Context: an optimization exercise on an open-source flow, tuned for small area and a short achievable clock period. The choices shown serve that exercise and are no tape-out recipe.
RTL that was checked went through simulation tests only; none was proved equivalent to the original.
Power and IR drop assume default switching activity. No driver is modelled on the clock port, so clocking that relies on it looks cheaper here than on a real chip.

==> v7: inputs <==
## mul_A
module mul_A (CLK, RESETn, a, b, y);
	input CLK;
	input RESETn;
	input [31:0] a, b;
	output [63:0] y;
	reg [31:0] b0;
	reg d0_n0;
	reg d0_o0;
	reg d0_t0;
	reg d0_n1;
	reg d0_o1;
	reg d0_t1;
	reg d0_n2;
	reg d0_o2;
	reg d0_t2;
	reg d0_n3;
	reg d0_o3;
	reg d0_t3;
	reg d0_n4;
	reg d0_o4;
	reg d0_t4;
	reg a0_9;
	reg a0_10;
	reg a0_11;
	reg a0_12;
	reg a0_13;
	reg a0_14;
	reg a0_15;
	reg a0_16;
	reg a0_17;
	reg a0_18;
	reg a0_19;
	reg a0_20;
	reg a0_21;
	reg a0_22;
	reg a0_23;
	reg a0_24;
	reg a0_25;
	reg a0_26;
	reg a0_27;
	reg a0_28;
	reg a0_29;
	reg a0_30;
	reg a0_31;
	reg m1_0_0;
	reg m1_0_1;
	reg m1_1_0;
	reg m1_2_0;
	reg m1_2_1;
	reg m1_3_0;
	reg m1_3_1;
	reg m1_4_0;
	reg m1_4_1;
	reg m1_5_0;
	reg m1_5_1;
	reg m1_6_0;
	reg m1_6_1;
	reg m1_7_0;
	reg m1_7_1;
	reg m1_8_0;
	reg m1_8_1;
	reg m1_9_0;
	reg m1_9_1;
	reg m1_10_0;
	reg m1_10_1;
	reg m1_11_0;
	reg m1_11_1;
	reg m1_12_0;
	reg m1_12_1;
	reg m1_13_0;
	reg m1_13_1;
	reg m1_14_0;
	reg m1_14_1;
	reg m1_15_0;
	reg m1_15_1;
	reg m1_16_0;
	reg m1_16_1;
	reg m1_17_0;
	reg m1_17_1;
	reg m1_18_0;
	reg m1_18_1;
	reg m1_19_0;
	reg m1_19_1;
	reg m1_20_0;
	reg m1_20_1;
	reg m1_21_0;
	reg m1_21_1;
	reg m1_22_0;
	reg m1_22_1;
	reg m1_23_0;
	reg m1_23_1;
	reg m1_24_0;
	reg m1_24_1;
	reg m1_25_0;
	reg m1_25_1;
	reg m1_26_0;
	reg m1_26_1;
	reg m1_27_0;
	reg m1_27_1;
	reg m1_28_0;
	reg m1_28_1;
	reg m1_29_0;
	reg m1_29_1;
	reg m1_30_0;
	reg m1_30_1;
	reg m1_31_0;
	reg m1_31_1;
	reg m1_32_0;
	reg m1_32_1;
	reg m1_33_0;
	reg m1_33_1;
	reg m1_34_0;
	reg m1_34_1;
	reg m1_35_0;
	reg m1_35_1;
	reg m1_36_0;
	reg m1_36_1;
	reg m1_37_0;
	reg m1_37_1;
	reg m1_38_0;
	reg m1_38_1;
	reg m1_39_0;
	reg m1_39_1;
	reg m1_40_0;
	reg m1_40_1;
	reg m1_41_0;
	reg m1_41_1;
	reg nd1;
	reg [31:0] b1;
	reg d1_n5;
	reg d1_o5;
	reg d1_t5;
	reg d1_n6;
	reg d1_o6;
	reg d1_t6;
	reg d1_n7;
	reg d1_o7;
	reg d1_t7;
	reg d1_n8;
	reg d1_o8;
	reg d1_t8;
	reg a1_17;
	reg a1_18;
	reg a1_19;
	reg a1_20;
	reg a1_21;
	reg a1_22;
	reg a1_23;
	reg a1_24;
	reg a1_25;
	reg a1_26;
	reg a1_27;
	reg a1_28;
	reg a1_29;
	reg a1_30;
	reg a1_31;
	reg l2_0;
	reg l2_1;
	reg l2_2;
	reg l2_3;
	reg l2_4;
	reg l2_5;
	reg l2_6;
	reg l2_7;
	reg l2_8;
	reg l2_9;
	reg m2_10_0;
	reg m2_10_1;
	reg m2_11_0;
	reg m2_11_1;
	reg m2_12_0;
	reg m2_12_1;
	reg m2_13_0;
	reg m2_13_1;
	reg m2_14_0;
	reg m2_14_1;
	reg m2_15_0;
  ...
clock: 5.0 ns
lec_check: 0
cap_margin: 20
core_margin: 2
core_utilization: 55
cts_buf_list: sky130_fd_sc_hd__clkbuf_8 sky130_fd_sc_hd__clkbuf_4
setup_slack_margin: 2.6
slew_margin: 20
run.sh (not shown) runs the stock make flow with config.mk's settings and CLKGATE_MAP_FILE= SYNTH_SCRIPT=/design/flow/synth_recipe.tcl, a recipe that flattens the netlist after the stock synthesis.
==> v10 (differences from v7) <==
==> flow/config.mk (replaced) <==
export PLATFORM = sky130hd
export DESIGN_NAME = mul_A
export DESIGN_NICKNAME = mul_A
export VERILOG_FILES = /design/flow/design.v
export SDC_FILE = /design/flow/constraint.sdc
export NUM_CORES = 4
export LEC_CHECK = 0
export CAP_MARGIN = 20
export CORE_MARGIN = 2
export CORE_UTILIZATION = 40
export SLEW_MARGIN = 20
==> notes <==
- v10 finished clean. v7 ran to the end with no violations.
- Of v10 and v7, v10 has the higher clock power (gap about 9%, measured against v7).
- Of v10 and v7, v7 has the higher register-to-register slack (gap 580 ps).
- Against v7, the core utilization of v10 is lower by 21 points.
- Of v7 and v10, v7 has the higher combinational power (gap 16%, measured against v10).
- Flip-flop and latch count is the same in v10 and v7.
- Against v10, the cell count of v7 is smaller by 3.4%.
==> figures <==
| quantity | v10 | v7 |
|---|---|---|
| Run status | timing/DRC/antenna clean | timing/DRC/antenna clean |
| Number of cells on the critical path | 8 | 7 |
| Critical path origin | d2_t12 | d1_t5 |
| Slew HR | 24.5% | 40.6% |
| Reported net switching power | 16.9 mW | 17.3 mW |
| End point of the critical path | m3_46_1 | m2_30_1 |
| Clock network power consumption | 17.7 mW | 16.3 mW |
| Maximum clock frequency | 304 MHz | 369 MHz |
| Wire length of the first global-routing pass | 191 mm | 207 mm |
| Proportion of cell area occupied by multi-input gates | 26.4% | 27.7% |
| Design internal power | 44.7 mW | 44.9 mW |
| Most numerous cell on the critical path | fa_1 | fa_2 |
| Number of buffers and inverters on the critical path | 3 | 2 |
Function was not checked in any run of this note: the RTL went through the layout flow alone.


==> willow: inputs <==
mul_A, a different RTL version from the one above (not shown whole).
clock: 5.0 ns
lec_check: 0
cap_margin: 20
core_margin: 2
core_utilization: 55
setup_slack_margin: 2.75
slew_margin: 20
synth_hierarchical: 1
synth_minimum_keep_size: 0
==> xenon (differences from willow) <==
- CTS_CLUSTER_DIAMETER: unset -> 120
- CTS_CLUSTER_SIZE: unset -> 32
==> notes <==
willow completed with no timing, DRC or antenna violations. xenon ran to the end with no violations. Critical path depth: xenon is higher than willow (9). Of willow and xenon, willow has the higher final cell count (gap about 5%, measured against xenon). Against willow, the core utilization of xenon is lower by 4.1 points. Non-clock buffer count is the same in xenon and willow. In willow the design area is larger than in xenon, by about 7%.
==> figures <==
quantity	willow	xenon
Power of the clock network	18.4 mW	9.33 mW
Met1 Wirelength	54,100 um	53,200 um
Source of the critical timing path	y[28]	m8_32_0
Number of buffers inserted during clock tree synthesis	239	93
Result of the run	timing/DRC/antenna clean	timing/DRC/antenna clean
Worst IR drop on VDD	0.456 mV	0.441 mV
Leakage	36.0 nW	33.2 nW
Multi-input gate area	22,900 sq um	22,900 sq um
Total internal power	46.9 mW	39.6 mW
Core occupancy in the finished layout	0.636	0.595
Tightest Pin Transition	0.907 ns	0.895 ns
Routed len/inst	16.6 um	16.8 um

==> afterwards: timing with drivers on the ports <==
The results above use ideal ports. As a check the final layouts listed here were re-extracted and re-timed, cells and wires unchanged. Step 1 (the two cells are an assumption about what drives the block):
set clk [get_ports {CLK}]
set_driving_cell -lib_cell sky130_fd_sc_hd__clkbuf_16 $clk
set_driving_cell -lib_cell sky130_fd_sc_hd__buf_2 [delete_from_list [all_inputs] $clk]
Step 2, shift: input delay + t, output delay - t, t = (earliest + latest rising clock arrival at the registers) / 2. This alone moves slack from input paths to output paths. Three values: no drivers, after step 1, after step 2; two values: the first two.
run | t (ns) | setup WS [ns] | hold slack, ns | worst setup path after step 2
v7 | 1.016 | 2.287 / 2.287 / 2.287 | 0.268 / 0.268 / 0.268 | register to register
v10 | 0.894 | 1.711 / 1.711 / 1.711 | 0.263 / 0.263 / 0.263 | register to register
willow | 0.902 | 2.707 / 2.631 / 2.783 | 0.277 / 0.277 / 0.277 | register to register
xenon | 0.805 | 2.768 / 2.750 / 2.768 | 0.314 / 0.314 / 0.314 | register to register
After both steps setup and hold are still met in every run listed.
